This design comes from an exercise in tuning for small area and a short achievable clock period on the open sky130 flow, not from production work. The RTL was checked by simulation tests, not by an equivalence proof against the original design. No activity file was given, so power comes from the tool's default toggle rates.

==> flow/design.v <==
module ALU(
    input  [31:0] X,
    input  [31:0] R,
    input  [1:0]  amt_hi,
    input  [4:0]  msh,
    input         mleft,
    input         fill,
    input         CIN,
    input  [3:0]  Op,
    output [31:0] Out,
    output        C, V
);
    wire add   = (Op[3:1] == 3'b000);
    wire fwd   = (Op[3:1] == 3'b001);
    wire rev   = (Op[3:1] == 3'b010);
    wire arith = add | fwd | rev;
    wire cin   = Op[0] ? (add ? CIN : (fwd | rev) & ~CIN) : (fwd | rev);
    wire sg    = (Op == 4'b0110) | (Op == 4'b0111) | (Op == 4'b1100);
    wire sp    = ~((Op == 4'b0110) | (Op == 4'b1100));
    wire [31:0] r3 = amt_hi[0] ? {R[7:0],   R[31:8]}   : R;
    wire [31:0] r4 = amt_hi[1] ? {r3[15:0], r3[31:16]} : r3;
    wire [31:0] lm = 32'hFFFF_FFFF << msh;    
    wire [31:0] keep;
    genvar j;
    generate for (j = 0; j < 32; j = j + 1) begin : g_keep
        assign keep[j] = mleft ? lm[j] : lm[31 - j];
    end endgenerate
    wire [31:0] Y = (r4 & keep) | ({32{fill}} & ~keep);
    wire [31:0] p  = X ^ Y;
    wire [31:0] g  = X & Y;
    wire [31:0] gk = g & {32{arith}};
    wire [31:0] G0 = {gk[31:1], gk[0] | (p[0] & cin)};
    wire [31:0] P0 = p;
    wire [31:0] G1, P1, G2, P2, G3, P3, G4, P4, G5, P5;
    genvar i;
    generate for (i = 0; i < 32; i = i + 1) begin : g_pf
        if (i & 1) begin
            assign G1[i] = G0[i] | (P0[i] & G0[i - 1]);
            assign P1[i] = P0[i] & P0[i - 1];
        end else begin
            assign G1[i] = G0[i]; assign P1[i] = P0[i];
        end
        if (i & 2) begin
            assign G2[i] = G1[i] | (P1[i] & G1[(i & ~1) - 1]);
            assign P2[i] = P1[i] & P1[(i & ~1) - 1];
        end else begin
            assign G2[i] = G1[i]; assign P2[i] = P1[i];
        end
        if (i & 4) begin
            assign G3[i] = G2[i] | (P2[i] & G2[(i & ~3) - 1]);
            assign P3[i] = P2[i] & P2[(i & ~3) - 1];
        end else begin
            assign G3[i] = G2[i]; assign P3[i] = P2[i];
        end
        if (i & 8) begin
            assign G4[i] = G3[i] | (P3[i] & G3[(i & ~7) - 1]);
            assign P4[i] = P3[i] & P3[(i & ~7) - 1];
        end else begin
            assign G4[i] = G3[i]; assign P4[i] = P3[i];
        end
        if (i & 16) begin
            assign G5[i] = G4[i] | (P4[i] & G4[(i & ~15) - 1]);
            assign P5[i] = P4[i] & P4[(i & ~15) - 1];
        end else begin
            assign G5[i] = G4[i]; assign P5[i] = P4[i];
        end
    end endgenerate
    wire [31:0] c    = {G5[30:0], cin};
    wire        cout = G5[31];
    wire        pall = P5[31];
    wire [31:0] L    = (g & {32{sg}}) | (p & {32{sp}});
    assign Out = L ^ c;
    assign C = add ? cout : fwd ? ~(cout | pall) : rev ? (cout & ~pall) : 1'b0;
    assign V = arith & (c[31] ^ cout);
endmodule
module ShifterSignExtender(
    input  [31:0] Rm,
    input  [11:0] I,
    input  [1:0]  AM,
    input         inv,       
    input         en,        
    output [31:0] R,         
    output [1:0]  amt_hi,    
    output [4:0]  msh,       
    output        mleft,     
    output        fill       
);
    wire        am_sh = AM[1] & AM[0];
    wire [4:0]  sh    = I[11:7];
    wire [1:0]  ty    = I[6:5];
    wire        lsl   = ~ty[1] & ~ty[0];
    wire        asr   = ty[1] & ~ty[0];
    wire [31:0] src;
    assign src[7:0]   = AM[0] ? Rm[7:0] : I[7:0];
    assign src[11:8]  = AM[0] ? Rm[11:8] : (I[11:8] & {4{AM[1]}});
    assign src[31:12] = Rm[31:12] & {20{AM[0]}};
    wire [31:0] s = (src & {32{en}}) ^ {32{inv}};
    wire [4:0] nsh = 5'd0 - sh;
    wire [4:0] amt;
    assign amt[0]   = am_sh & sh[0];
    assign amt[4:1] = am_sh ? (lsl ? nsh[4:1] : sh[4:1])
                            : (I[11:8] & {4{~AM[0] & ~AM[1]}});
    wire [31:0] r0 = amt[0] ? {s[0],     s[31:1]}   : s;
    wire [31:0] r1 = amt[1] ? {r0[1:0],  r0[31:2]}  : r0;
    assign R       = amt[2] ? {r1[3:0],  r1[31:4]}  : r1;
    assign amt_hi  = amt[4:3];
    wire masked = am_sh & (ty != 2'b11);
    assign msh   = sh & {5{masked}};
    assign mleft = lsl;
    assign fill  = en & ((am_sh & asr & Rm[31]) ^ inv);
endmodule
module ex_datapath(
    input  wire        CLK,
    input  wire [31:0] A,
    input  wire [31:0] Rm,
    input  wire [11:0] I,
    input  wire [1:0]  AM,
    input  wire        CIN,
    input  wire [3:0]  Op,
    output reg  [31:0] Out,
    output wire        Z,
    output wire        N,
    output reg         C,
    output reg         V
);
    wire rev  = (Op[3:1] == 3'b010);
    wire fwd  = (Op[3:1] == 3'b001);
    wire invA = rev | (Op == 4'b1001);
    wire enA  = ~((Op == 4'b1010) | (Op == 4'b1011) | (Op[3:2] == 2'b11 & Op[1:0] != 2'b00));
    wire invB = fwd | (Op == 4'b1011) | (Op == 4'b1100);
    wire enB  = ~((Op == 4'b1001) | (Op[3:2] == 2'b11 & Op[1:0] != 2'b00));
    wire [31:0] sh_r;
    wire [1:0]  sh_amt_hi;
    wire [4:0]  sh_msh;
    wire        sh_mleft, sh_fill;
    ShifterSignExtender shifter(.Rm(Rm), .I(I), .AM(AM), .inv(invB), .en(enB),
        .R(sh_r), .amt_hi(sh_amt_hi), .msh(sh_msh), .mleft(sh_mleft), .fill(sh_fill));
    reg [31:0] x_q, r_q;
    reg [1:0]  amt_q;
    reg [4:0]  msh_q;
    reg        mleft_q, fill_q, cin_q;
    reg [3:0]  op_q;
    always @(posedge CLK) begin
        x_q     <= (A & {32{enA}}) ^ {32{invA}};
        r_q     <= sh_r;
        amt_q   <= sh_amt_hi;
        msh_q   <= sh_msh;
        mleft_q <= sh_mleft;
        fill_q  <= sh_fill;
        cin_q   <= CIN;
        op_q    <= Op;
    end
    wire [31:0] alu_out;
    wire        alu_c, alu_v;
    ALU alu(.X(x_q), .R(r_q), .amt_hi(amt_q), .msh(msh_q), .mleft(mleft_q), .fill(fill_q),
            .CIN(cin_q), .Op(op_q), .Out(alu_out), .C(alu_c), .V(alu_v));
    always @(posedge CLK) begin
        Out <= alu_out;
        C   <= alu_c;
        V   <= alu_v;
    end
    assign Z = ~|Out;
    assign N = Out[31];
endmodule
==> flow/run.sh <==
#!/bin/bash
# synth_recipe.tcl (not shown) runs the flow's synth.tcl, then flattens the netlist and writes it again
# the make line also repeats each setting of config.mk as NAME=value (left out here)
make -C /OpenROAD-flow-scripts/flow DESIGN_CONFIG=/design/flow/config.mk WORK_HOME=/design/flow/orfs CLKGATE_MAP_FILE= SYNTH_SCRIPT=/design/flow/synth_recipe.tcl finish
==> flow/config.mk <==
export PLATFORM = sky130hd
export DESIGN_NAME = ex_datapath
export DESIGN_NICKNAME = ex_datapath
export VERILOG_FILES = /design/flow/design.v
export SDC_FILE = /design/flow/constraint.sdc
export NUM_CORES = 4
export LEC_CHECK = 0
export CAP_MARGIN = 20
export CORE_MARGIN = 2
export CORE_UTILIZATION = 40
export SETUP_SLACK_MARGIN = 5
export SLEW_MARGIN = 20
==> flow/constraint.sdc <==
create_clock -name core_clock -period 9.0 [get_ports {CLK}]
set_input_delay 1.8000 -clock core_clock [delete_from_list [all_inputs] [get_ports {CLK}]]
set_output_delay 1.8000 -clock core_clock [all_outputs]
set_load 0.01 [all_outputs]
==> summary.txt, run 1 <==
Run status
  • Status: finished clean

Critical path
  • Data required time at the worst endpoint: 9.20 ns
  • R2r startpoint: msh_q[4]$_DFF_P_
  • Worst R2R Setup Slack: 5.29 ns
  • CP Launch Type: input port
  • Kind of critical path: in -> reg
  • Register-to-Register Path Depth: 11
  • Critical path endpoint: r_q[29]$_DFF_P_
  • Worst setup EP type: flop
  • Max FO, Critical Path: 19
  • Crit path from: Op[1]
  • CP arrival: about 4 ns
  • R2r endpoint: Out[19]$_DFF_P_

Finish
  • Fillers: 2000
  • Final Core Density: roughly half
  • Diode count: 0
  • Share of cells above drive strength 1: about an eighth
  • Area Growth Syn to Fin: 20.0%
  • Final net count: between 1000 and 1500
  • Multi-input gate area: roughly 5600 um2
  • Register area: approximately 2200 um2

GRT
  • Gr ovfl total: 0
  • Largest net degree at the start of global routing: 37
  • Vias in the first global route: about 6600
  • Antenna violations before repair: 0
  • GRT Util Overall: approximately 20%
  • First-pass GRT wire length: 34100 um

STA
  • Final min period: between 3 and 4 ns
  • Slew @ Worst Pin: 0.947 ns
  • Final hold violation count: 0
  • Final cycle utilization of the critical path: a little over two fifths
  • Setup-failing EPs final: 0
  • Maximum clock frequency: around 0.26 GHz
  • Slew Viols, Final: 0
  • Setup_tns: 0 ns
  • Clk_skew: ~0.010 ns
  • RSZ-0062 raised after global routing: true
  • Slew headroom: 36.8%
  • Worst Hold Slack: a little over 0.6 ns

Clocking
  • Clock root cell: clkbuf_16
  • CTS tree: yes
  • CTS sink cnt: about 110
  • Cts bufs inserted: 9
  • Max Buffers Root-to-Sink: 2
  • Clock Latency Late Sink: approximately 0.36 ns
  • H-tree Lvls: 3
  • Post-CTS Setup Bufs: 0
  • Clock-pin slew on the worst setup and hold paths: 0.07 ns
  • Hold_buf cts: 0

Power
  • Clock Power Share: roughly a fifth
  • Power Density: 211 nW/um2
  • P_int: 1350 uW
  • Seq pwr share: 34.8%
  • Max VDD drop: about 0.000094 V
  • Comb pwr share: 46.4%
  • Leak: roughly 0.0038 uW
  • Switch share: a little over a third
  • P_sw: around 730 uW

Yosys
  • FF+latch count, synth: around 110
  • Syn avg cell area: roughly 8.8 um2
  • Yosys top cell area share: between 20% and 30%
  • Sequential-to-total area share from yosys stat: between 20 and 30%
  • Post-synthesis cell count: between 900 and 1000
  • Yosys top cell by area: dfxtp_1
  • Post-Syn Area: roughly 8200 um2
  • Synth Flop Type: dfxtp_1
  • Warnings from Yosys: 1
  • Netlist cell types: 64
  • Synth area leaders: dfxtp_1 (27%), xnor2_1 (9.0%), mux2i_1 (8.3%)
  • Number of synthesized flops with an enable pin: 0
  • Post-synth ARST share: 0%
  • Top post-synthesis cells by count: nand2_1 (146), dfxtp_1 (112), xnor2_1 (84)
  • Count leader, synth: nand2_1
  • Syn_nets: approximately 1100

Floorplan
  • Die W: between 100 and 150 um
  • # IOs: 120
  • Full die area: ~22000 um2
  • Total core area: 20200 um2
  • Die height: 147 um
  • Cell row count: 52
  • Starting Density: approximately two fifths

Routing
  • Initial DRC Count: around 430
  • Vias per Instance: between 5 and 6
  • Final ANT Viol Nets: 0
  • Drt pass-1 iters: 6
  • DR WL/cell: ~17 um
  • # DRC: 0
  • Final WL: around 21000 um
  • Via count: approximately 6900

Flow run
  • Max_cap viols: 0

Min path
  • Hold Crit Class: reg -> reg

Place
  • GP Congestion: between 0.9 and 1
  • DP HPWL: roughly 16000 um
  • Port bufs: between 100 and 150
[metrics by stage]
step | cells | total power, uW | setup WS, ns | instance area, um2
floorplan | 934 | 1330 | 5.42 | 8190
global placement | 1265 | 1680 | 4.16 | 9490
detailed placement | 1265 | 1690 | 4.11 | 9490
CTS | 1280 | 2090 | 5.05 | 9800
global route | 1280 | 2210 | 4.98 | 9830
finish | 1280 | 2080 | 5.14 | 9830
[worst max-delay path, cell delays in order]
cell and delay, ns:
clkdlybuf4s50_1 0.63, mux2_2 0.50, nand2_1 0.12, nand2_2 0.22
a21oi_1 0.29, xnor2_1 0.11, o21ai_0 0.23, o21ai_0 0.13
[flip-flops by register name (all words and copies together), names as in the netlist, 2 cells and up]
signal  count
Out        32
r_q        32
x_q        32
msh_q       5
op_q        4
amt_q       2
[layer usage]
metal  wire length [um]  GRT usage [%]
met5                  0              0
met4                427           5.87
met3               1000           2.80
met2              10100           32.9
met1               9710           26.4
[layout by cell type, fill, tap and decap left out, types with 6 or more instances in the layout]
master	n
a21oi_1	77
a22oi_1	37
a31oi_1	6
and2_1	7
buf_4	7
clkbuf_16	9
clkdlybuf4s50_1	117
dfxtp_1	107
ha_1	33
inv_1	16
mux2_2	38
mux2i_1	68
mux4_2	30
nand2_1	144
nand3_1	16
nand4_1	11
nor2_1	26
nor3_1	8
nor4_1	11
o21a_1	6
o21ai_0	47
o22ai_1	6
xnor2_1	84
xor2_1	13
[power groups by stage]
stage / clock, uW / combinational, uW / sequential (uW)
after floorplan: 0 / 595 / 737
final: 391 / 963 / 722
after global routing: 417 / 1050 / 740
after CTS: 402 / 961 / 722
after detailed placement: 0 / 956 / 733
after global placement: 0 / 952 / 732
[worst min-delay path by stage]
| stage | cells after the start | slack (ns) | end | startpoint |
|---|---|---|---|---|
| 2_1_floorplan | 2 | 0.51 | C$_DFF_P_ | op_q[3]$_DFF_P_ |
| 3_3_place_gp | 1 | 0.64 | C$_DFF_P_ | op_q[3]$_DFF_P_ |
| 3_5_place_dp | 1 | 0.63 | C$_DFF_P_ | op_q[3]$_DFF_P_ |
| 4_1_cts | 1 | 0.63 | C$_DFF_P_ | op_q[3]$_DFF_P_ |
| 5_1_grt | 1 | 0.67 | C$_DFF_P_ | op_q[3]$_DFF_P_ |
| 6_report | 1 | 0.62 | C$_DFF_P_ | op_q[3]$_DFF_P_ |
[repair_timing]
item                                    CTS  global route
endpoints found under the setup margin   40            55
resized for setup                         8            11
pin swaps                                 0             0
cloned                                    0             0
[area by class of cell]
class                      instances  share of cell area (%)
tap                              270                    3.44
sequential                       112                    22.9
timing repair buffer             127                    12.7
clock inverter                     3                   0.433
multi-input combinational        740                    57.4
inverter                          16                   0.611
clock buffer                      12                    2.51
[kinds of logic after synthesis]
group	Yosys count	synth area share, %
buffers and inverters	82	4.51
AND/OR/NAND/NOR	248	13.6
flip-flops	112	27.4
adder cells (fa/ha/maj)	33	5.04
XOR/XNOR	97	10.4
multiplexers	136	21.8
AO/OA/AOI/OAI	226	17.3
==> run 2: changes to the inputs <==
==> flow/flow/run.sh (new file) <==
#!/bin/bash
set -euo pipefail
MARGIN=6
sed "s|\"\${@:-finish}\"|SETUP_SLACK_MARGIN=${MARGIN} \"\${@:-finish}\"|" standard.sh > standard_margin.sh
grep -q "SETUP_SLACK_MARGIN=${MARGIN}" standard_margin.sh
bash standard_margin.sh > flow_make.log 2>&1
==> flow/standard.sh (new file) <==
#!/bin/bash
# synth_recipe.tcl (not shown) runs the flow's synth.tcl, then flattens the netlist and writes it again
# the make line also repeats each setting of config.mk as NAME=value (left out here)
make -C /OpenROAD-flow-scripts/flow DESIGN_CONFIG=/design/flow/config.mk WORK_HOME=/design/flow/orfs CLKGATE_MAP_FILE= SYNTH_SCRIPT=/design/flow/synth_recipe.tcl "${@:-finish}"
--- a/flow/config.mk
+++ b/flow/config.mk
@@ -9,4 +9,3 @@
 export CORE_MARGIN = 2
 export CORE_UTILIZATION = 40
-export SETUP_SLACK_MARGIN = 5
 export SLEW_MARGIN = 20
removed: flow/run.sh
==> summary.txt, run 2 <==
Run status
  • Status: finished clean

Critical path
  • Data required time at the worst endpoint: 9.29 ns
  • CP Launch Type: input port
  • Max incr delay on CP: 0.40 ns
  • CP arrival: between 3 and 4 ns
  • Worst setup EP type: flop
  • Slowest library cell on the worst path: clkdlybuf4s15_1
  • CP Cell Sequence: clkdlybuf4s15_1, nand3b_1, a22oi_2, xnor2_4, mux2i_1, mux2i_1, nand2_1, o21ai_1
  • Worst path most repeated cell: mux2i_1
  • Kind of critical path: in -> reg
  • Max FO, Critical Path: 5

Routing
  • Vias per Instance: about 5.9
  • Via count: ~8200
  • # DRC: 0
  • Drt pass-1 iters: 7
  • DR WL/cell: between 20 and 25 um
  • Final WL: between 30000 and 40000 um
  • Final ANT Viol Nets: 0
  • Initial DRC Count: 493

Clocking
  • H-tree Lvls: 3
  • Cts bufs inserted: 9
  • Hold_buf cts: 0
  • CTS tree: yes
  • Max Buffers Root-to-Sink: 2
  • Clock root cell: clkbuf_16
  • Clock Latency Late Sink: 0.37 ns
  • Clock-pin slew on the worst setup and hold paths: about 0.08 ns
  • CTS sink cnt: roughly 110

Floorplan
  • Total core area: a little over 20000 um2
  • Cell row count: 52
  • Full die area: between 20000 and 25000 um2
  • Die W: about 150 um
  • Die height: ~150 um
  • Starting Density: 40.6%
  • # IOs: 120

GRT
  • Largest net degree at the start of global routing: 34
  • First-pass GRT wire length: about 42000 um
  • Gr ovfl total: 0
  • Vias in the first global route: just under 8000
  • Antenna violations before repair: 0
  • GRT Util Overall: 24.3%

Yosys
  • Number of synthesized flops with an enable pin: 0
  • Synth Flop Type: dfxtp_1
  • Synth area leaders: dfxtp_1 (27%), xnor2_1 (9.0%), mux2i_1 (8.3%)
  • Post-synthesis cell count: between 900 and 1000
  • Syn_nets: roughly 1100
  • Count leader, synth: nand2_1
  • Yosys top cell area share: a little over a quarter
  • Syn avg cell area: around 8.8 um2
  • Post-Syn Area: 8190 um2
  • Top post-synthesis cells by count: nand2_1 (146), dfxtp_1 (112), xnor2_1 (84)
  • Yosys top cell by area: dfxtp_1
  • Sequential-to-total area share from yosys stat: 27.4%
  • Warnings from Yosys: 1
  • FF+latch count, synth: approximately 110
  • Netlist cell types: 64
  • Post-synth ARST share: 0%

Finish
  • Final net count: 1240
  • Diode count: 0
  • Most frequent cells in the layout: nand2_1 (132), dfxtp_1 (98), clkdlybuf4s50_1 (69)
  • Share of cells above drive strength 1: 42.9%
  • Biggest regs: Out: 32 flops, r_q: 32 flops, x_q: 32 flops
  • Most common cell after layout, fill and taps aside: nand2_1
  • Area Growth Syn to Fin: 63.8%

STA
  • Slew @ Worst Pin: roughly 0.93 ns
  • Clk_skew: approximately 0.010 ns
  • Final hold violation count: 0
  • Slew Viols, Final: 0
  • Setup-failing EPs final: 0
  • Slew headroom: a little under two fifths
  • Final cycle utilization of the critical path: 35.9%
  • RSZ-0062 raised after global routing: true
  • Final min period: about 3.2 ns
  • Maximum clock frequency: a little over 0.3 GHz
  • Setup_tns: 0 ns

Power
  • Power Density: 190 nW/um2
  • Power, Total: ~2600 uW
  • Max VDD drop: about 0.00008 V
  • Leak: between 0.005 and 0.006 uW

Flow run
  • Max_cap viols: 0

Min path
  • Hold Crit Class: reg -> reg

Place
  • GP Congestion: roughly 0.90
  • Port bufs: between 100 and 150
  • DP HPWL: 16600 um
-- run 2: final timing paths --
kind / startpoint / endpoint / slack [ns] / cells past startpoint
worst max-delay path: I[9] / r_q[6]$_DFF_P_ / 5.77 / 8
worst min-delay path: x_q[1]$_DFF_P_ / Out[1]$_DFF_P_ / 0.64 / 2
worst max register to register: mleft_q$_DFF_P_ / V$_DFF_P_ / 5.79 / 14
worst min register to register: x_q[1]$_DFF_P_ / Out[1]$_DFF_P_ / 0.64 / 2
-- run 2: layer usage --
metal  part of all wire (%)  track usage (%)  wire length [um]
met1                     38             30.5             11500
met4                    6.1             10.7              1840
met5                      0                0                 0
met2                     50             41.8             15200
met3                    5.5             3.42              1650
-- run 2: cell families (layout without fill, tap and decap cells) --
kind of cell / after synthesis / after routing / synth area share (%)
AO/OA/AOI/OAI: 226 / 229 / 17.3
XOR/XNOR: 97 / 97 / 10.4
adder cells (fa/ha/maj): 33 / 33 / 5.04
buffers and inverters: 82 / 267 / 4.51
flip-flops: 112 / 112 / 27.4
multiplexers: 136 / 137 / 21.8
AND/OR/NAND/NOR: 248 / 252 / 13.6
-- run 2: through the flow --
step | hold slack, ns | utilization (%) | setup slack [ns] | instance area [um2] | cells
after global routing | 0.659 | 66.5 | 5.66 | 13400 | 1397
after floorplan | 0.511 | - | 5.90 | 8580 | 934
after global placement | 0.626 | 48.1 | 4.10 | 9700 | 1267
after detailed placement | 0.620 | 48.2 | 4.03 | 9720 | 1268
final | 0.639 | 66.5 | 5.77 | 13400 | 1397
after CTS | 0.635 | 60.6 | 5.76 | 12200 | 1366
-- run 2: critical path, delay by kind of cell --
kind | cells | cell delay (ns)
and+or+nand+nor | 2 | 0.29
xor gates and xnor gates | 1 | 0.19
muxes | 2 | 0.41
buffers and inverters | 1 | 0.40
AOI/OAI and AO/OA | 2 | 0.43
-- run 2: cell type report --
class,instances,area (um2)
clock buffers,12,246
clock inverters,3,42.5
multi-input cells,748,7910
inverters,16,67.6
flip-flops and latches,112,2280
repair inverters,1,7.51
well taps,270,338
repair buffers,235,2520
fillers,1500,6750
-- run 2: power by group --
group          internal [uW]  leakage (uW)  switching, uW
combinational            730       0.00410            667
sequential               632      0.000946            120
clock                    222      0.000139            185
-- run 2: timing repair --
item	CTS	global route
pin swaps	60	75
setup buffers	69	23
gates cloned	14	8
setup endpoints to repair	138	61
resized for setup	363	175
==> run 3: changes to the inputs <==
==> flow/flow/run.sh (replaced) <==
#!/bin/bash
set -euo pipefail
MARGIN=6.5
sed "s|\"\${@:-finish}\"|SETUP_SLACK_MARGIN=${MARGIN} \"\${@:-finish}\"|" standard.sh > standard_margin.sh
grep -q "SETUP_SLACK_MARGIN=${MARGIN}" standard_margin.sh
bash standard_margin.sh > flow_make.log 2>&1
==> summary.txt, run 3 <==
STA
  • Slew @ Worst Pin: about 1 ns
  • Setup-failing EPs final: 0
  • RSZ-0062 raised after global routing: true
  • Final cycle utilization of the critical path: between 30% and 40%
  • Maximum clock frequency: roughly 0.30 GHz
  • Fin worst setup slack: roughly 5.7 ns
  • Clk_skew: approximately 0.012 ns
  • Final min period: about 3.3 ns
  • Slew headroom: 34.8%
  • Slew Viols, Final: 0
  • Final hold violation count: 0
  • Setup_tns: 0 ns

Floorplan
  • Full die area: 21600 um2
  • Cell row count: 52
  • Starting Density: 40.6%
  • Total core area: just over 20000 um2
  • Die W: 147 um
  • Die height: about 150 um
  • # IOs: 120

Power
  • Power Density: approximately 190 nW/um2
  • Leak: between 0.005 and 0.006 uW
  • Max VDD drop: approximately 0.000087 V

Critical path
  • CP Cell Sequence: buf_12, nor4bb_4, a21oi_4, buf_12, buf_4, xnor2_2, mux2i_1, buf_4, mux2_4, mux2i_1
  • CP Launch Type: input port
  • Kind of critical path: in -> reg
  • Worst Path Buf+Inv: 4
  • Max incr delay on CP: approximately 0.33 ns
  • Slowest library cell on the worst path: nor4bb_4
  • Worst setup EP type: flop
  • Worst R2R Setup Slack: approximately 5.8 ns
  • Data required time at the worst endpoint: 9.29 ns
  • CP arrival: ~3.6 ns
  • Max FO, Critical Path: 6
  • Crit path max-delay family: multiplexers

Yosys
  • Post-synth ARST share: 0%
  • Sequential-to-total area share from yosys stat: roughly 27%
  • Warnings from Yosys: 1
  • Post-synthesis cell count: about 930
  • Count leader, synth: nand2_1
  • Synth Flop Type: dfxtp_1
  • Number of synthesized flops with an enable pin: 0
  • Syn_nets: 1051
  • Top post-synthesis cells by count: nand2_1 (146), dfxtp_1 (112), xnor2_1 (84)
  • Syn avg cell area: between 8 and 9 um2
  • Netlist cell types: 64
  • FF+latch count, synth: 112
  • Synth area leaders: dfxtp_1 (27%), xnor2_1 (9.0%), mux2i_1 (8.3%)
  • Yosys top cell by area: dfxtp_1
  • Yosys top cell area share: between 20% and 30%
  • Post-Syn Area: around 8200 um2

GRT
  • Largest net degree at the start of global routing: 34
  • First-pass GRT wire length: about 46000 um
  • Gr ovfl total: 0
  • GRT Util Overall: 27.0%
  • Vias in the first global route: 8066
  • Antenna violations before repair: 0

Finish
  • Biggest regs: Out: 32 flops, r_q: 32 flops, x_q: 32 flops
  • Most frequent cells in the layout: nand2_1 (137), dfxtp_1 (71), clkdlybuf4s50_1 (69)
  • Fillers: between 1000 and 1500
  • Final net count: 1254
  • Non-Filler Instances: ~1400
  • Share of cells above drive strength 1: 51.8%
  • Area Growth Syn to Fin: 73.5%
  • Diode count: 0
  • Most common cell after layout, fill and taps aside: nand2_1
  • Design Area, Final: ~14000 um2

Flow run
  • Max_cap viols: 0

Run status
  • Status: finished clean

Place
  • Port bufs: between 100 and 150
  • Placement Cell Area: approximately 10000 um2
  • DP Worst Slack: about 4.0 ns
  • Cells after DPL: 1266
  • DP HPWL: ~18000 um
  • GP Congestion: a little under 0.9

Min path
  • Hold Crit Class: reg -> reg

Clocking
  • Cts bufs inserted: 9
  • Max Buffers Root-to-Sink: 2
  • CTS sink cnt: 112
  • Clock root cell: clkbuf_16
  • Clock-pin slew on the worst setup and hold paths: around 0.08 ns
  • H-tree Lvls: 3
  • CTS tree: yes
  • Clock Latency Late Sink: 0.37 ns

Routing
  • Final WL: around 31000 um
  • Drt pass-1 iters: 5
  • Initial DRC Count: roughly 540
  • Via count: between 8000 and 9000
  • # DRC: 0
  • Final ANT Viol Nets: 0
  • DR WL/cell: 21.9 um
  • Vias per Instance: about 5.9
==> run 3: cell counts after synthesis <==
No cell type changed its count.
==> run 3: path summary, 6_finish.rpt <==
check                                 startpoint         endpoint  depth (start not counted)
worst max-delay path                       Op[1]  r_q[27]$_DFF_P_                         10
worst min-delay path              x_q[1]$_DFF_P_   Out[1]$_DFF_P_                          2
worst max register to register  amt_q[1]$_DFF_P_  Out[31]$_DFF_P_                         14
worst min register to register    x_q[1]$_DFF_P_   Out[1]$_DFF_P_                          2
==> run 3: final cells by class <==
type	instances	area (um2)	share of cell area, %
inverters	16	70.1	0.493
well taps	270	338	2.38
repair buffers	252	2970	20.9
multi-input cells	746	8210	57.8
flip-flops and latches	112	2330	16.4
clock buffers	10	239	1.68
clock inverters	6	57.6	0.405
==> run 3: kinds of logic (layout without fill, tap and decap cells) <==
group                    after synthesis  count (layout)  share of synthesized area, %
XOR/XNOR                              97              97                          10.4
adder cells (fa/ha/maj)               33              33                          5.04
flip-flops                           112             112                          27.4
multiplexers                         136             137                          21.8
AO/OA/AOI/OAI                        226             227                          17.3
buffers and inverters                 82             284                          4.51
AND/OR/NAND/NOR                      248             252                          13.6
==> run 3: metal layers <==
layer	up-vias	global-route usage, %	share of wire (%)
met3	94	2.52	5.3
met5	-	0	0
met2	366	45.3	49
met4	0	14.6	5.7
met1	4020	34.5	40
li1	3820	-	-
==> run 3: repair_timing <==
action                                  CTS  global route
hold buffers                              0             0
cloned                                   23             1
setup buffers                            86            20
endpoints found under the setup margin  141           133
resized for setup                       609           112
pin swaps                                87            57
==> run 3: per-stage QoR <==
stage / hold WS (ns) / util [%] / power, uW
2_1_floorplan: 0.511 / - / 1440
3_5_place_dp: 0.645 / 49.5 / 1800
5_1_grt: 0.685 / 70.5 / 2840
4_1_cts: 0.660 / 66.4 / 2570
3_3_place_gp: 0.646 / 49.5 / 1800
6_report: 0.672 / 70.5 / 2720
==> run 3: power by group <==
group | leakage, uW | internal, uW | switching [uW] | total [uW]
Combinational | 0.00449 | 824 | 685 | 1510
Clock | 0.000147 | 203 | 211 | 414
Sequential | 0.000951 | 651 | 142 | 793
==> run 3: worst reg2reg max path, delay by kind of cell, from the launching register on <==
| kind | cells | cell delay, ns |
|---|---|---|
| AOI/OAI and AO/OA | 2 | 0.30 |
| xor gates and xnor gates | 1 | 0.14 |
| adders and majority gates | 1 | 0.31 |
| buffers and inverters | 4 | 0.56 |
| DFF | 1 | 0.39 |
| muxes | 2 | 0.78 |
| and+or+nand+nor | 4 | 0.61 |
==> run 4: changes to the inputs <==
==> flow/flow/run.sh (replaced) <==
#!/bin/bash
set -euo pipefail
MARGIN=5
export BUFFER_PORTS_ARGS="-buffer_cell sky130_fd_sc_hd__buf_1"
sed "s|\"\${@:-finish}\"|SETUP_SLACK_MARGIN=${MARGIN} \"\${@:-finish}\"|" standard.sh > standard_margin.sh
grep -q "SETUP_SLACK_MARGIN=${MARGIN}" standard_margin.sh
bash standard_margin.sh > flow_make.log 2>&1
==> summary.txt, run 4 <==
Critical path
  • Slowest library cell on the worst path: mux4_2
  • Crit path max-delay family: compound AO/OA/AOI/OAI gates
  • Data required time at the worst endpoint: 9.22 ns
  • CP Launch Type: flop
  • Kind of critical path: reg -> reg
  • CP arrival: roughly 4.1 ns
  • Register-to-Register Path Depth: 11
  • R2r endpoint: Out[6]$_DFF_P_
  • Worst path most repeated cell: a21boi_0
  • R2r startpoint: amt_q[1]$_DFF_P_
  • Max FO, Critical Path: 34
  • CP Cell Sequence: buf_4, mux4_2, mux2_2, ha_1, nand4_1, nor2_1, o21ai_0, a21boi_0, a21o_1, a22oi_1, a21boi_0
  • Worst R2R Setup Slack: roughly 5.1 ns
  • Worst Path Buf+Inv: 1
  • Max incr delay on CP: between 0.5 and 0.6 ns
  • Worst setup EP type: flop

STA
  • Final min period: 3.85 ns
  • Final hold violation count: 0
  • Setup_tns: 0 ns
  • Setup-failing EPs final: 0
  • Maximum clock frequency: between 0.2 and 0.3 GHz
  • Clk_skew: roughly 0.0063 ns
  • Slew Viols, Final: 0
  • RSZ-0062 raised after global routing: true
  • Slew @ Worst Pin: 0.979 ns
  • Final cycle utilization of the critical path: 42.8%
  • Slew headroom: between 30% and 40%

Place
  • Placement Cell Area: approximately 8800 um2
  • DP HPWL: 16800 um
  • Port bufs: approximately 120
  • GP Congestion: 0.913

Yosys
  • Post-synth ARST share: 0%
  • Number of synthesized flops with an enable pin: 0
  • Synth area leaders: dfxtp_1 (27%), xnor2_1 (9.0%), mux2i_1 (8.3%)
  • FF+latch count, synth: 112
  • Syn avg cell area: ~9 um2
  • Synth Flop Type: dfxtp_1
  • Netlist cell types: 64
  • Yosys top cell by area: dfxtp_1
  • Sequential-to-total area share from yosys stat: between 20% and 30%
  • Syn_nets: approximately 1100
  • Count leader, synth: nand2_1
  • Post-synthesis cell count: between 900 and 1000
  • Top post-synthesis cells by count: nand2_1 (146), dfxtp_1 (112), xnor2_1 (84)
  • Post-Syn Area: 8190 um2
  • Yosys top cell area share: between 20 and 30%
  • Warnings from Yosys: 1

Finish
  • Final net count: approximately 1100
  • Most common cell after layout, fill and taps aside: nand2_1
  • Final Core Density: between 40% and 50%
  • Most frequent cells in the layout: nand2_1 (145), buf_1 (118), dfxtp_1 (108)
  • Design Area, Final: 9080 um2
  • Area Growth Syn to Fin: 10.8%
  • Share of cells above drive strength 1: roughly an eighth
  • Diode count: 0
  • Biggest regs: Out: 32 flops, r_q: 32 flops, x_q: 32 flops

Routing
  • Final ANT Viol Nets: 0
  • Initial DRC Count: 451
  • Vias per Instance: between 5 and 6
  • Drt pass-1 iters: 5
  • Final WL: between 20000 and 25000 um
  • Via count: approximately 7000
  • # DRC: 0
  • DR WL/cell: 16.7 um

Floorplan
  • Cell row count: 52
  • Starting Density: roughly 40%
  • # IOs: between 100 and 150
  • Die W: roughly 150 um
  • Total core area: between 20000 and 25000 um2
  • Full die area: 21600 um2
  • Die height: 147 um

Power
  • P_sw: roughly 740 uW
  • Max VDD drop: 0.0000858 V
  • Switch share: around 38%
  • Leak: 0.00353 uW
  • P_int: 1210 uW
  • Comb pwr share: 43.5%
  • Power Density: about 210 nW/um2
  • Seq pwr share: between 30% and 40%
  • Clock Power Share: between 10% and 20%

GRT
  • GRT Util Overall: about a fifth
  • Largest net degree at the start of global routing: 37
  • Vias in the first global route: ~6300
  • GRT met2 Usage: roughly 32%
  • Antenna violations before repair: 0
  • Most Crowded Layer GR: met2
  • Met3 Track Usage GR: 2.76%
  • Gr ovfl total: 0
  • First-pass GRT wire length: about 34000 um
  • Met1 usage: a little over a quarter

Flow run
  • Max_cap viols: 0

Clocking
  • CTS sink cnt: about 110
  • Post-CTS Setup Bufs: 0
  • Clock root cell: clkbuf_16
  • Max Buffers Root-to-Sink: 2
  • Cts bufs inserted: 9
  • Clock-pin slew on the worst setup and hold paths: ~0.070 ns
  • Clock Latency Late Sink: 0.36 ns
  • H-tree Lvls: 3
  • Hold_buf cts: 0
  • CTS tree: yes

Min path
  • Hold Crit Class: reg -> reg
  • Hold Crit Start: op_q[3]$_DFF_P_
  • Worst Hold Depth: 1
  • Endpoint, Worst Hold: C$_DFF_P_

Run status
  • Status: finished clean
[run 4: changes by cell type in the layout (fill, tap and decap cells not counted), sizes merged, moves of 2 or more]
cell	delta
clkdlybuf4s50	-69
buf	-47
bufbuf	-3
dlygate4sd2	-3
nand2	-3
clkinv	+2
inv	-2
[run 4: per-stage QoR]
stage	hold WS (ns)	power, uW	instances	setup WS, ns
global route	0.670	2080	1283	4.94
CTS	0.645	1950	1283	5.00
global placement	0.636	1570	1267	4.75
floorplan	0.511	1330	934	5.42
detailed placement	0.629	1570	1267	4.64
finish	0.632	1950	1283	5.15
[run 4: power by group through the flow]
stage	Combinational, uW	Sequential [uW]	Clock (uW)
5_1_grt	933	740	407
4_1_cts	843	721	390
3_3_place_gp	838	729	0
2_1_floorplan	595	737	0
6_report	848	721	382
3_5_place_dp	840	733	0
[run 4: logic make-up (layout without fill, tap and decap cells)]
logic type / Yosys count / count (layout) / share of synthesized area [%]
and+or+nand+nor: 248 / 248 / 13.6
adders and majority gates: 33 / 33 / 5.04
muxes: 136 / 136 / 21.8
DFF: 112 / 112 / 27.4
buffers and inverters: 82 / 161 / 4.51
AOI/OAI and AO/OA: 226 / 226 / 17.3
xor gates and xnor gates: 97 / 97 / 10.4
[run 4: per-layer routing]
| layer | share of wire (%) | routed length [um] |
|---|---|---|
| met4 | 2.8 | 605 |
| met5 | 0 | 0 |
| met2 | 47 | 9990 |
| met3 | 4.5 | 957 |
| met1 | 46 | 9870 |
[run 4: area by class of cell]
cell class | count | area (um2)
Sequential cell | 112 | 2250
Timing Repair Buffer | 129 | 523
Clock buffer | 11 | 253
Inverter | 16 | 60.1
Multi-Input combinational cell | 740 | 5630
Fill cell | 2051 | 11100
Clock inverter | 5 | 31.3
Tap cell | 270 | 338
[run 4: timing repair]
action,in CTS,in global routing
resized for setup,1,8
endpoints found under the setup margin,2,50
pin swaps,0,0
[run 4: worst max path at each step]
stage | startpoint | endpoint | cells after the start
2_1_floorplan | amt_q[1]$_DFF_P_ | Out[22]$_DFF_P_ | 13
3_3_place_gp | Op[3] | r_q[11]$_DFF_P_ | 9
3_5_place_dp | Op[3] | r_q[7]$_DFF_P_ | 9
4_1_cts | msh_q[3]$_DFF_P_ | Out[6]$_DFF_P_ | 11
5_1_grt | msh_q[4]$_DFF_P_ | Out[6]$_DFF_P_ | 11
6_report | amt_q[1]$_DFF_P_ | Out[6]$_DFF_P_ | 11
==> run 5: changes to the inputs <==
--- a/flow/flow/run.sh
+++ b/flow/flow/run.sh
@@ -1,5 +1,5 @@
 #!/bin/bash
 set -euo pipefail
-MARGIN=5
+MARGIN=5.5
 export BUFFER_PORTS_ARGS="-buffer_cell sky130_fd_sc_hd__buf_1"
 sed "s|\"\${@:-finish}\"|SETUP_SLACK_MARGIN=${MARGIN} \"\${@:-finish}\"|" standard.sh > standard_margin.sh
==> summary.txt, run 5 <==
Clocking
  • Cts bufs inserted: 9
  • CTS sink cnt: about 110
  • Clock root cell: clkbuf_16
  • CTS tree: yes
  • Hold_buf cts: 0
  • Max Buffers Root-to-Sink: 2
  • H-tree Lvls: 3
  • Clock Latency Late Sink: approximately 0.36 ns
  • Clock-pin slew on the worst setup and hold paths: ~0.07 ns

Yosys
  • Sequential-to-total area share from yosys stat: a little over a quarter
  • Yosys top cell area share: a little over a quarter
  • Count leader, synth: nand2_1
  • Synth area leaders: dfxtp_1 (27%), xnor2_1 (9.0%), mux2i_1 (8.3%)
  • Top post-synthesis cells by count: nand2_1 (146), dfxtp_1 (112), xnor2_1 (84)
  • Post-Syn Area: approximately 8200 um2
  • Post-synth ARST share: 0%
  • Yosys top cell by area: dfxtp_1
  • Post-synthesis cell count: approximately 930
  • Synth Flop Type: dfxtp_1
  • Number of synthesized flops with an enable pin: 0
  • Syn_nets: approximately 1100
  • FF+latch count, synth: between 100 and 150
  • Netlist cell types: 64
  • Syn avg cell area: roughly 8.8 um2
  • Warnings from Yosys: 1

Routing
  • Initial DRC Count: between 500 and 600
  • DR WL/cell: about 17 um
  • Final WL: around 23000 um
  • Via count: roughly 7200
  • Drt pass-1 iters: 6
  • # DRC: 0
  • Vias per Instance: between 5 and 6
  • Final ANT Viol Nets: 0

Finish
  • Diode count: 0
  • Share of cells above drive strength 1: 16.5%
  • Biggest regs: Out: 32 flops, r_q: 32 flops, x_q: 32 flops
  • Final Core Density: a little under half
  • Non-Filler Instances: about 1300
  • Most frequent cells in the layout: nand2_1 (142), buf_1 (116), dfxtp_1 (104)
  • Fillers: roughly 2000
  • Most common cell after layout, fill and taps aside: nand2_1
  • Final net count: 1146
  • Area Growth Syn to Fin: 15.8%

Critical path
  • CP arrival: around 3.7 ns
  • Worst R2R Setup Slack: roughly 5.5 ns
  • Critical path endpoint: V$_DFF_P_
  • Worst setup EP type: flop
  • Register-to-Register Path Depth: 12
  • Crit path from: msh_q[2]$_DFF_P_
  • CP Launch Type: flop
  • Data required time at the worst endpoint: a little over 9 ns
  • Max FO, Critical Path: 21
  • Kind of critical path: reg -> reg
  • R2r endpoint: V$_DFF_P_
  • R2r startpoint: msh_q[2]$_DFF_P_

GRT
  • Most Crowded Layer GR: met2
  • Largest net degree at the start of global routing: 37
  • Met1 usage: between 20 and 30%
  • Vias in the first global route: 6413
  • Met3 Track Usage GR: roughly 2.2%
  • GRT met2 Usage: between 30 and 40%
  • Gr ovfl total: 0
  • First-pass GRT wire length: roughly 34000 um
  • GRT Util Overall: between 10% and 20%
  • Antenna violations before repair: 0

Place
  • Port bufs: ~120
  • DP HPWL: around 17000 um
  • Cells after DPL: ~1300
  • GP Congestion: around 0.92

Min path
  • Hold Crit Class: reg -> reg

Floorplan
  • Starting Density: between 40% and 50%
  • Full die area: ~22000 um2
  • Die W: roughly 150 um
  • Cell row count: between 50 and 60
  • # IOs: 120
  • Die height: ~150 um
  • Total core area: 20200 um2

STA
  • Setup_tns: 0 ns
  • Setup-failing EPs final: 0
  • Slew @ Worst Pin: 0.949 ns
  • Clk_skew: approximately 0.011 ns
  • Final cycle utilization of the critical path: between 30% and 40%
  • Slew Viols, Final: 0
  • Final min period: 3.46 ns
  • Final hold violation count: 0
  • RSZ-0062 raised after global routing: true
  • Slew headroom: 36.6%
  • Maximum clock frequency: ~0.29 GHz

Power
  • Leak: roughly 0.0037 uW
  • Power Density: around 210 nW/um2
  • Power, Total: 2000 uW
  • Max VDD drop: 0.0000850 V

Flow run
  • Max_cap viols: 0

Run status
  • Status: finished clean
[run 5: changes by cell type in the layout (fill, tap and decap cells not counted), sizes merged]
cell / change
inv: -1
clkinvlp: +2
buf: +17
a32o: +1
clkinv: -2
clkbuf: +4
[run 5: report_power, final]
part	internal [uW]	switching, uW
combinational	406	486
sequential	629	99.5
clock	203	180
total	1240	765
[run 5: kinds of logic (layout without fill, tap and decap cells)]
group	count (synthesis)	after routing	share of synthesized area [%]
multiplexers	136	136	21.8
XOR/XNOR	97	97	10.4
AO/OA/AOI/OAI	226	227	17.3
buffers and inverters	82	181	4.51
flip-flops	112	112	27.4
adder cells (fa/ha/maj)	33	33	5.04
AND/OR/NAND/NOR	248	248	13.6
[run 5: critical path: stages (launching register included)]
cell and delay (ns):
dfxtp_4 0.42, or3_1 0.45, a21oi_1 0.20, o21ai_0 0.10, mux2_2 0.31, ha_1 0.40, nand4_1 0.24, nor3_1 0.31
a32oi_2 0.14, nand4_4 0.18, nand4_1 0.17, a211o_1 0.30, a21oi_2 0.15
[run 5: final cells by class]
class | count | area, um2 | share of cell area (%)
clock inverters | 4 | 28.8 | 0.303
inverters | 16 | 63.8 | 0.673
flip-flops and latches | 112 | 2260 | 23.9
well taps | 270 | 338 | 3.56
clock buffers | 12 | 256 | 2.70
repair buffers | 149 | 742 | 7.82
multi-input cells | 741 | 5790 | 61.1
[run 5: worst min path at each step]
stage               startpoint  slack (ns)  depth (start not counted)             end
4_1_cts        op_q[3]$_DFF_P_        0.66                          1       C$_DFF_P_
6_report       op_q[3]$_DFF_P_        0.65                          1       C$_DFF_P_
3_3_place_gp    x_q[1]$_DFF_P_        0.64                          2  Out[1]$_DFF_P_
2_1_floorplan  op_q[3]$_DFF_P_        0.51                          2       C$_DFF_P_
3_5_place_dp    x_q[1]$_DFF_P_        0.65                          2  Out[1]$_DFF_P_
5_1_grt         x_q[2]$_DFF_P_        0.69                          2  Out[2]$_DFF_P_
[run 5: through the flow]
step                      instance area, um2  setup WS (ns)  hold WS (ns)
after floorplan                         8200           5.53         0.511
after global placement                  8750           4.77         0.642
after detailed placement                8750           4.72         0.645
after CTS                               9160           5.50         0.664
after global routing                    9480           5.42         0.687
final                                   9480           5.54         0.653
[run 5: metal layers]
layer / routed length [um] / up-vias
li1: - / 3582
met1: 10100 / 3359
met2: 11000 / 228
met3: 979 / 30
met4: 544 / 0
met5: 0 / -
[run 5: timing repair]
| item | 4_1_cts | 5_1_grt |
|---|---|---|
| endpoints found under the setup margin | 94 | 59 |
| resized for setup | 22 | 45 |
| buffers inserted | 8 | 11 |
| cloned | 0 | 3 |
| pin swaps | 5 | 10 |
==> run 6: changes to the inputs <==
--- a/flow/config.mk
+++ b/flow/config.mk
@@ -10,2 +10,3 @@
 export CORE_UTILIZATION = 40
 export SLEW_MARGIN = 20
+export TNS_END_PERCENT = 5
==> summary.txt, run 6 <==
Clocking
  • Clock-pin slew on the worst setup and hold paths: ~0.070 ns
  • Clock root cell: clkbuf_16
  • Cts bufs inserted: 9
  • CTS tree: yes
  • CTS sink cnt: roughly 110
  • Hold_buf cts: 0
  • H-tree Lvls: 3
  • Clock Latency Late Sink: 0.36 ns
  • Max Buffers Root-to-Sink: 2

Yosys
  • Post-synth ARST share: 0%
  • Netlist cell types: between 60 and 70
  • Yosys top cell area share: between 20 and 30%
  • Sequential-to-total area share from yosys stat: a little over a quarter
  • Count leader, synth: nand2_1
  • Syn avg cell area: around 9 um2
  • Warnings from Yosys: 1
  • Syn_nets: ~1100
  • Yosys top cell by area: dfxtp_1
  • Post-Syn Area: slightly above 8000 um2
  • FF+latch count, synth: roughly 110
  • Synth area leaders: dfxtp_1 (27%), xnor2_1 (9.0%), mux2i_1 (8.3%)
  • Number of synthesized flops with an enable pin: 0
  • Synth Flop Type: dfxtp_1
  • Post-synthesis cell count: roughly 930
  • Top post-synthesis cells by count: nand2_1 (146), dfxtp_1 (112), xnor2_1 (84)

Place
  • GP Congestion: 0.917
  • DP HPWL: around 17000 um
  • Port bufs: 119
  • DP Worst Slack: 4.72 ns

Floorplan
  • # IOs: 120
  • Full die area: 21600 um2
  • Die W: about 150 um
  • Die height: roughly 150 um
  • Cell row count: 52
  • Starting Density: between 40 and 50%
  • Total core area: 20200 um2

Critical path
  • CP Launch Type: flop
  • Kind of critical path: reg -> reg
  • CP arrival: 3.75 ns
  • R2r startpoint: msh_q[2]$_DFF_P_
  • Crit path from: msh_q[2]$_DFF_P_
  • Data required time at the worst endpoint: approximately 9.3 ns
  • Worst setup EP type: flop
  • Max FO, Critical Path: 21

STA
  • Final hold violation count: 0
  • Slew headroom: 32.5%
  • Setup-failing EPs final: 0
  • Clk_skew: just over 0.01 ns
  • Slew Viols, Final: 0
  • Maximum clock frequency: 0.288 GHz
  • Slew @ Worst Pin: between 1 and 1.5 ns
  • RSZ-0062 raised after global routing: true
  • Fin worst setup slack: 5.53 ns
  • Final min period: around 3.5 ns
  • Final cycle utilization of the critical path: just under 40%
  • Setup_tns: 0 ns

Finish
  • Diode count: 0
  • Most common cell after layout, fill and taps aside: nand2_1
  • Share of cells above drive strength 1: around 15%
  • Final net count: ~1100
  • Register area: between 2000 and 2500 um2
  • Multi-input gate area: approximately 5700 um2
  • Biggest regs: Out: 32 flops, r_q: 32 flops, x_q: 32 flops
  • Fillers: 2010
  • Area Growth Syn to Fin: 14.1%
  • Final Core Density: between 40% and 50%
  • Most frequent cells in the layout: nand2_1 (144), buf_1 (116), dfxtp_1 (106)

Routing
  • # DRC: 0
  • Final ANT Viol Nets: 0
  • Initial DRC Count: 513
  • DR WL/cell: between 15 and 20 um
  • Drt pass-1 iters: 5
  • Via count: about 7200
  • Final WL: between 20000 and 25000 um
  • Vias per Instance: roughly 5.5

GRT
  • GRT Util Overall: approximately 20%
  • Antenna violations before repair: 0
  • Gr ovfl total: 0
  • First-pass GRT wire length: about 34000 um
  • Vias in the first global route: approximately 6400
  • Largest net degree at the start of global routing: 37

Power
  • Max VDD drop: about 0.000085 V
  • Power Density: 212 nW/um2
  • Leak: between 0.003 and 0.004 uW

Run status
  • Status: finished clean

Min path
  • Hold Crit Start: op_q[3]$_DFF_P_
  • Hold Crit Class: reg -> reg

Flow run
  • Max_cap viols: 0
==> run 6: path summary, 6_finish.rpt <==
check | endpoint | slack [ns] | depth (start not counted)
hold / removal | C$_DFF_P_ | 0.66 | 1
hold reg to reg | C$_DFF_P_ | 0.66 | 1
setup / recovery | V$_DFF_P_ | 5.53 | 12
setup reg to reg | V$_DFF_P_ | 5.53 | 12
==> run 6: report_power, final <==
group	switching (uW)	leakage [uW]	internal [uW]
Clock	180	0.000135	203
Combinational	481	0.00255	396
Sequential	94.6	0.000945	629
==> run 6: layout make-up <==
type	instances	share of cell area, %
clock inverter	4	0.308
inverter	16	0.683
multi-input combinational	741	61.3
tap	270	3.61
sequential	112	24.2
timing repair buffer	144	7.12
clock buffer	12	2.74
==> run 6: logic make-up (layout without fill, tap and decap cells) <==
family | count (synthesis) | after routing | share of synthesized area [%]
fa+ha+maj | 33 | 33 | 5.04
simple gates | 248 | 248 | 13.6
flops | 112 | 112 | 27.4
buf+inv | 82 | 176 | 4.51
compound gates | 226 | 227 | 17.3
mux | 136 | 136 | 21.8
xor+xnor | 97 | 97 | 10.4
==> run 6: stage by stage <==
step | std cells | cell area [um2] | total power (uW) | hold WS, ns
floorplan | 934 | 8200 | 1330 | 0.511
global placement | 1266 | 8750 | 1570 | 0.642
detailed placement | 1266 | 8750 | 1570 | 0.645
CTS | 1289 | 9150 | 1970 | 0.664
global route | 1299 | 9350 | 2110 | 0.687
finish | 1299 | 9350 | 1980 | 0.660
==> run 6: critical path: stages (launching register included) <==
cell      delay [ns]
dfxtp_4         0.42
or3_1           0.45
a21oi_1         0.20
o21ai_0         0.10
mux2_2          0.31
ha_1            0.40
nand4_1         0.26
nor3_1          0.25
o211ai_1        0.19
nand4_4         0.17
nand4_1         0.15
a211o_1         0.30
a21oi_2         0.15
==> run 6: timing repair <==
item,CTS,global route
setup buffers,7,9
endpoints found under the setup margin,94,59
pin swaps,4,9
resized for setup,19,33
gates cloned,0,1
==> run 6: routing by layer <==
layer / up-vias / global-route usage, % / wire, um
li1: 3575 / - / -
met1: 3376 / 27.2 / 9970
met2: 196 / 32.8 / 10600
met3: 27 / 2.24 / 1000
met4: 0 / 6.97 / 518
met5: - / 0 / 0
==> run 7: changes to the inputs <==
--- a/flow/config.mk
+++ b/flow/config.mk
@@ -9,4 +9,5 @@
 export CORE_MARGIN = 2
 export CORE_UTILIZATION = 40
+export CTS_BUF_LIST = sky130_fd_sc_hd__clkbuf_4 sky130_fd_sc_hd__clkbuf_8
 export SLEW_MARGIN = 20
 export TNS_END_PERCENT = 5
==> summary.txt, run 7 <==
Clocking
  • CTS sink cnt: approximately 110
  • Clock-pin slew on the worst setup and hold paths: between 0.1 and 0.15 ns
  • Hold_buf cts: 0
  • Max Buffers Root-to-Sink: 2
  • Clock root cell: clkbuf_8
  • Cts bufs inserted: 9
  • Clock Latency Late Sink: approximately 0.40 ns
  • CTS tree: yes
  • H-tree Lvls: 3

STA
  • Slew @ Worst Pin: slightly above 1 ns
  • Setup_tns: 0 ns
  • Final min period: roughly 3.5 ns
  • Setup-failing EPs final: 0
  • Maximum clock frequency: just under 0.3 GHz
  • RSZ-0062 raised after global routing: true
  • Slew headroom: between 30 and 40%
  • Slew Viols, Final: 0
  • Clk_skew: roughly 0.018 ns
  • Final hold violation count: 0
  • Final cycle utilization of the critical path: 38.4%

Floorplan
  • Full die area: 21600 um2
  • # IOs: 120
  • Cell row count: between 50 and 60
  • Starting Density: approximately 41%
  • Die height: between 100 and 150 um
  • Die W: 147 um
  • Total core area: around 20000 um2

Power
  • Switch share: 39.5%
  • P_sw: roughly 740 uW
  • Max VDD drop: between 0.00006 and 0.00007 V
  • P_int: approximately 1100 uW
  • Leak: around 0.0036 uW
  • Seq pwr share: roughly two fifths
  • Comb pwr share: 46.3%
  • Power Density: ~200 nW/um2
  • Clock Power Share: 15.3%

Yosys
  • Number of synthesized flops with an enable pin: 0
  • Warnings from Yosys: 1
  • Synth area leaders: dfxtp_1 (27%), xnor2_1 (9.0%), mux2i_1 (8.3%)
  • Yosys top cell area share: 27.4%
  • Sequential-to-total area share from yosys stat: a little over a quarter
  • Post-Syn Area: 8190 um2
  • Yosys top cell by area: dfxtp_1
  • Synth Flop Type: dfxtp_1
  • Syn_nets: between 1000 and 1500
  • FF+latch count, synth: about 110
  • Top post-synthesis cells by count: nand2_1 (146), dfxtp_1 (112), xnor2_1 (84)
  • Syn avg cell area: a little under 9 um2
  • Count leader, synth: nand2_1
  • Netlist cell types: between 60 and 70
  • Post-synth ARST share: 0%
  • Post-synthesis cell count: 934

Finish
  • Diode count: 0
  • Most frequent cells in the layout: nand2_1 (144), buf_1 (116), dfxtp_1 (106)
  • Area Growth Syn to Fin: 12.6%
  • Fillers: a little over 2000
  • Final Core Density: between 40% and 50%
  • Share of cells above drive strength 1: 14.9%
  • Final net count: between 1000 and 1500
  • Design Area, Final: approximately 9200 um2
  • Most common cell after layout, fill and taps aside: nand2_1
  • Register area: 2260 um2
  • Biggest regs: Out: 32 flops, r_q: 32 flops, x_q: 32 flops
  • Multi-input gate area: between 5000 and 6000 um2

Routing
  • Final ANT Viol Nets: 0
  • Initial DRC Count: slightly below 500
  • Vias per Instance: around 5.5
  • DR WL/cell: 17.0 um
  • Final WL: 22100 um
  • Drt pass-1 iters: 5
  • Via count: slightly above 7000
  • # DRC: 0

Min path
  • Hold Crit Start: op_q[3]$_DFF_P_
  • Hold Crit Class: reg -> reg

Place
  • Placement Cell Area: around 8800 um2
  • GP Congestion: roughly 0.92
  • DP HPWL: roughly 17000 um
  • Port bufs: ~120

GRT
  • Met1 usage: 27.2%
  • Vias in the first global route: around 6400
  • Gr ovfl total: 0
  • First-pass GRT wire length: around 34000 um
  • GRT Util Overall: about a fifth
  • Largest net degree at the start of global routing: 37
  • Most Crowded Layer GR: met2
  • GRT met2 Usage: ~33%
  • Antenna violations before repair: 0
  • Met3 Track Usage GR: around 2.2%

Critical path
  • Data required time at the worst endpoint: 9.32 ns
  • Crit path from: msh_q[2]$_DFF_P_
  • Max FO, Critical Path: 21
  • CP arrival: ~3.8 ns
  • Slowest library cell on the worst path: or3_1
  • Kind of critical path: reg -> reg
  • Worst Path Buf+Inv: 0
  • CP Cell Sequence: or3_1, a21oi_1, o21ai_0, mux2_2, ha_1, nand4_1, nor3_1, o211ai_1, nand4_4, nand4_1, a211o_1, a21oi_2
  • Crit path max-delay family: simple AND/OR/NAND/NOR gates
  • Worst setup EP type: flop
  • CP Launch Type: flop
  • Max incr delay on CP: ~0.45 ns
  • R2r startpoint: msh_q[2]$_DFF_P_
  • Worst path most repeated cell: nand4_1

Flow run
  • Max_cap viols: 0

Run status
  • Status: finished clean
[run 7: power by group through the flow]
stage	registers (uW)	logic, uW	clock network (uW)
2_1_floorplan	737	595	0
3_3_place_gp	731	835	0
3_5_place_dp	734	839	0
4_1_cts	723	848	298
5_1_grt	739	952	318
6_report	723	872	289
[run 7: stage by stage]
stage	total power [uW]	instances	setup slack (ns)	hold slack [ns]
after floorplan	1330	934	5.53	0.511
after global placement	1570	1266	4.77	0.642
after detailed placement	1570	1266	4.72	0.645
after CTS	1870	1285	5.34	0.668
after global routing	2010	1297	5.41	0.691
final	1880	1297	5.55	0.663
[run 7: kinds of logic after synthesis]
group	count (synthesis)	share of synthesized area [%]
adders and majority gates	33	5.04
buffers and inverters	82	4.51
AOI/OAI and AO/OA	226	17.3
xor gates and xnor gates	97	10.4
and+or+nand+nor	248	13.6
DFF	112	27.4
muxes	136	21.8
[run 7: metal layers]
| metal | part of all wire, % | wire length [um] |
|---|---|---|
| met2 | 48 | 10600 |
| met1 | 46 | 10100 |
| met5 | 0 | 0 |
| met3 | 4.0 | 889 |
| met4 | 2.1 | 467 |
[run 7: layout make-up]
class,instances,area share [%]
Clock buffer,12,1.72
Clock inverter,4,0.312
Inverter,16,0.692
Multi-Input combinational cell,741,62.0
Sequential cell,112,24.5
Tap cell,270,3.66
Timing Repair Buffer,142,7.05
[run 7: path summary, 6_finish.rpt]
check	cells past startpoint	endpoint	slack, ns
min reg2reg	1	C$_DFF_P_	0.66
max	12	V$_DFF_P_	5.55
min	1	C$_DFF_P_	0.66
max reg2reg	12	V$_DFF_P_	5.55
[run 7: what timing repair did]
| action | 4_1_cts | 5_1_grt |
|---|---|---|
| endpoints found under the setup margin | 79 | 60 |
| gates resized for setup | 16 | 33 |
| pin swaps | 1 | 8 |
| cloned | 0 | 1 |
| buffers inserted | 3 | 11 |
==> run 8: changes to the inputs <==
--- a/flow/flow/run.sh
+++ b/flow/flow/run.sh
@@ -1,5 +1,5 @@
 #!/bin/bash
 set -euo pipefail
-MARGIN=5.5
+MARGIN=5.8
 export BUFFER_PORTS_ARGS="-buffer_cell sky130_fd_sc_hd__buf_1"
 sed "s|\"\${@:-finish}\"|SETUP_SLACK_MARGIN=${MARGIN} \"\${@:-finish}\"|" standard.sh > standard_margin.sh
==> summary.txt, run 8 <==
Yosys
  • Synth Flop Type: dfxtp_1
  • Syn_nets: approximately 1100
  • Yosys top cell by area: dfxtp_1
  • Post-synth ARST share: 0%
  • Count leader, synth: nand2_1
  • Post-Syn Area: 8190 um2
  • Syn avg cell area: a little under 9 um2
  • Netlist cell types: between 60 and 70
  • Warnings from Yosys: 1
  • Sequential-to-total area share from yosys stat: 27.4%
  • Top post-synthesis cells by count: nand2_1 (146), dfxtp_1 (112), xnor2_1 (84)
  • Number of synthesized flops with an enable pin: 0
  • Post-synthesis cell count: slightly above 900
  • Synth area leaders: dfxtp_1 (27%), xnor2_1 (9.0%), mux2i_1 (8.3%)
  • FF+latch count, synth: between 100 and 150
  • Yosys top cell area share: ~27%

Power
  • Leak: just under 0.004 uW
  • Max VDD drop: about 0.00008 V
  • Power Density: approximately 200 nW/um2

Critical path
  • Data required time at the worst endpoint: between 9 and 10 ns
  • R2r startpoint: amt_q[1]$_DFF_P_
  • Worst setup EP type: flop
  • CP Cell Sequence: buf_1, mux2_4, nand2_1, nand2_4, a21oi_1, xnor2_1, mux2i_2, mux2i_1
  • Crit path from: Op[2]
  • Kind of critical path: in -> reg
  • Register-to-Register Path Depth: 10
  • Max incr delay on CP: roughly 0.36 ns
  • Worst Path Buf+Inv: 1
  • CP Depth: 8
  • Crit path max-delay family: multiplexers
  • CP Launch Type: input port
  • Slowest library cell on the worst path: xnor2_1
  • CP arrival: 3.60 ns
  • Max FO, Critical Path: 19

Routing
  • Final WL: between 20000 and 25000 um
  • # DRC: 0
  • Initial DRC Count: between 400 and 500
  • Via count: roughly 7600
  • Vias per Instance: roughly 5.6
  • DR WL/cell: 18.3 um
  • Final ANT Viol Nets: 0
  • Drt pass-1 iters: 7

STA
  • RSZ-0062 raised after global routing: true
  • Clk_skew: between 0.015 and 0.02 ns
  • Slew @ Worst Pin: 0.923 ns
  • Fin worst setup slack: around 5.7 ns
  • Final hold violation count: 0
  • Final min period: roughly 3.3 ns
  • Setup_tns: 0 ns
  • Setup-failing EPs final: 0
  • Worst Hold Slack: about 0.64 ns
  • Maximum clock frequency: roughly 0.31 GHz
  • Final cycle utilization of the critical path: around 36%
  • Slew Viols, Final: 0
  • Slew headroom: a little under two fifths

Place
  • DP Worst Slack: 4.68 ns
  • Port bufs: 119
  • GP Congestion: about 0.88
  • Cells after DPL: between 1000 and 1500
  • DP HPWL: 16700 um

Clocking
  • Clock root cell: clkbuf_8
  • Cts bufs inserted: 9
  • CTS sink cnt: 112
  • Clock Latency Late Sink: between 0.4 and 0.5 ns
  • H-tree Lvls: 3
  • Max Buffers Root-to-Sink: 2
  • Clock-pin slew on the worst setup and hold paths: around 0.10 ns
  • CTS tree: yes

GRT
  • First-pass GRT wire length: 37800 um
  • Gr ovfl total: 0
  • Vias in the first global route: ~7000
  • Antenna violations before repair: 0
  • GRT Util Overall: 21.9%
  • Largest net degree at the start of global routing: 35

Finish
  • Diode count: 0
  • Area Growth Syn to Fin: 24.9%
  • Most frequent cells in the layout: nand2_1 (142), buf_1 (115), dfxtp_1 (102)
  • Share of cells above drive strength 1: 24.4%
  • Most common cell after layout, fill and taps aside: nand2_1
  • Multi-input gate area: between 6000 and 7000 um2
  • Register area: roughly 2300 um2
  • Non-Filler Instances: 1339
  • Fillers: about 1900
  • Biggest regs: Out: 32 flops, r_q: 32 flops, x_q: 32 flops
  • Final net count: ~1200

Floorplan
  • Die W: ~150 um
  • Full die area: roughly 22000 um2
  • Total core area: 20200 um2
  • Cell row count: 52
  • Die height: 147 um
  • Starting Density: roughly 41%
  • # IOs: 120

Flow run
  • Max_cap viols: 0

Min path
  • Hold Crit Class: reg -> reg
  • Worst Hold Depth: 2
  • Hold Crit Start: x_q[2]$_DFF_P_

Run status
  • Status: finished clean
## run 8: cell counts after synthesis
No cell type changed its count.
## run 8: per-layer routing
metal	vias up	global-route usage, %	part of all wire (%)
li1	3653	-	-
met1	3582	28.6	43
met2	260	36.7	48
met3	57	3.39	5.2
met4	0	8.51	3.7
met5	-	0	0
## run 8: worst paths after layout
path                            slack, ns              end
worst min-delay path                 0.64   Out[2]$_DFF_P_
worst max-delay path                 5.73  r_q[13]$_DFF_P_
worst min register to register       0.64   Out[2]$_DFF_P_
worst max register to register       5.81        V$_DFF_P_
## run 8: cells by family (layout without fill, tap and decap cells)
| group | after synthesis | after routing | share of synthesized area [%] |
|---|---|---|---|
| muxes | 136 | 136 | 21.8 |
| xor gates and xnor gates | 97 | 97 | 10.4 |
| DFF | 112 | 112 | 27.4 |
| adders and majority gates | 33 | 33 | 5.04 |
| AOI/OAI and AO/OA | 226 | 227 | 17.3 |
| and+or+nand+nor | 248 | 248 | 13.6 |
| buffers and inverters | 82 | 216 | 4.51 |
## run 8: worst register-to-register path, stage by stage (launching register included)
cell and delay (ns):
dfxtp_4 0.39, bufbuf_16 0.28, mux4_2 0.53, mux2_2 0.32
ha_1 0.34, nand4_1 0.14, or3_4 0.38, nand2_1 0.14
nand4_1 0.16, a211o_1 0.30, a21oi_2 0.15
## run 8: area by class of cell
type / count / area share (%)
clock inverter: 6 / 0.660
inverter: 16 / 0.624
timing repair buffer: 184 / 10.8
tap: 270 / 3.30
multi-input combinational: 741 / 61.1
sequential: 112 / 22.2
clock buffer: 10 / 1.28
## run 8: power by group
part / internal, uW / switching [uW] / leakage, uW
sequential: 629 / 112 / 0.000947
combinational: 500 / 536 / 0.00289
clock: 133 / 176 / 0.0000963
total: 1260 / 824 / 0.00394
## run 8: repair_timing
| item | in CTS | in global routing |
|---|---|---|
| buffers inserted | 27 | 25 |
| setup endpoints to repair | 96 | 75 |
| gates cloned | 5 | 0 |
| resized for setup | 88 | 70 |
| hold buffers | 0 | 0 |
| pin swaps | 23 | 13 |
## run 8: metrics by stage
stage | cell area, um2 | total power, uW | util, %
2_1_floorplan | 8250 | 1340 | -
3_3_place_gp | 8770 | 1570 | 43.5
3_5_place_dp | 8770 | 1580 | 43.5
4_1_cts | 9720 | 2000 | 48.2
5_1_grt | 10200 | 2210 | 50.7
6_report | 10200 | 2090 | 50.7

-- separate check: timing with driven ports --
The flow's constraints put no driver on any port. The routed layouts listed below were extracted and timed again, unchanged, in two steps.
Step 1 assumes that a clkbuf_16 drives the clock port and a buf_2 every other input.
Step 2 adds t to the input delays and takes it off the output delays; t is the mean of the earliest and latest rising clock arrival at the registers after step 1. Input paths then give back, and output paths get back, about the clock's delay inside the block.
Three values: ideal ports, drivers, drivers and shift; two values: the first two.
run | shift t [ns] | setup slack, ns | hold WS [ns] | worst setup path after step 2 | pins driven straight from the clock port
run 1 | 0.394 | 5.143 / 5.159 / 4.766 | 0.621 / 0.621 / 0.621 | input to register | 1
run 2 | 0.403 | 5.766 / 5.773 / 5.384 | 0.639 / 0.639 / 0.639 | input to register | 1
run 3 | 0.410 | 5.692 / 5.693 / 5.283 | 0.672 / 0.672 / 0.672 | input to register | 1
run 4 | 0.402 | 5.150 / 5.150 / 4.865 | 0.632 / 0.632 / 0.632 | input to register | 1
run 5 | 0.401 | 5.544 / 5.544 / 5.224 | 0.653 / 0.653 / 0.653 | input to register | 1
run 6 | 0.401 | 5.533 / 5.533 / 5.224 | 0.660 / 0.660 / 0.660 | input to register | 1
run 7 | 0.433 | 5.547 / 5.522 / 5.165 | 0.663 / 0.663 / 0.663 | input to register | 1
run 8 | 0.438 | 5.728 / 5.714 / 5.307 | 0.640 / 0.640 / 0.640 | input to register | 1
After both steps every run listed still meets setup and hold. For run 8, which loses most, drivers alone change the setup slack by -0.014 ns; drivers and shift together by -0.421 ns.
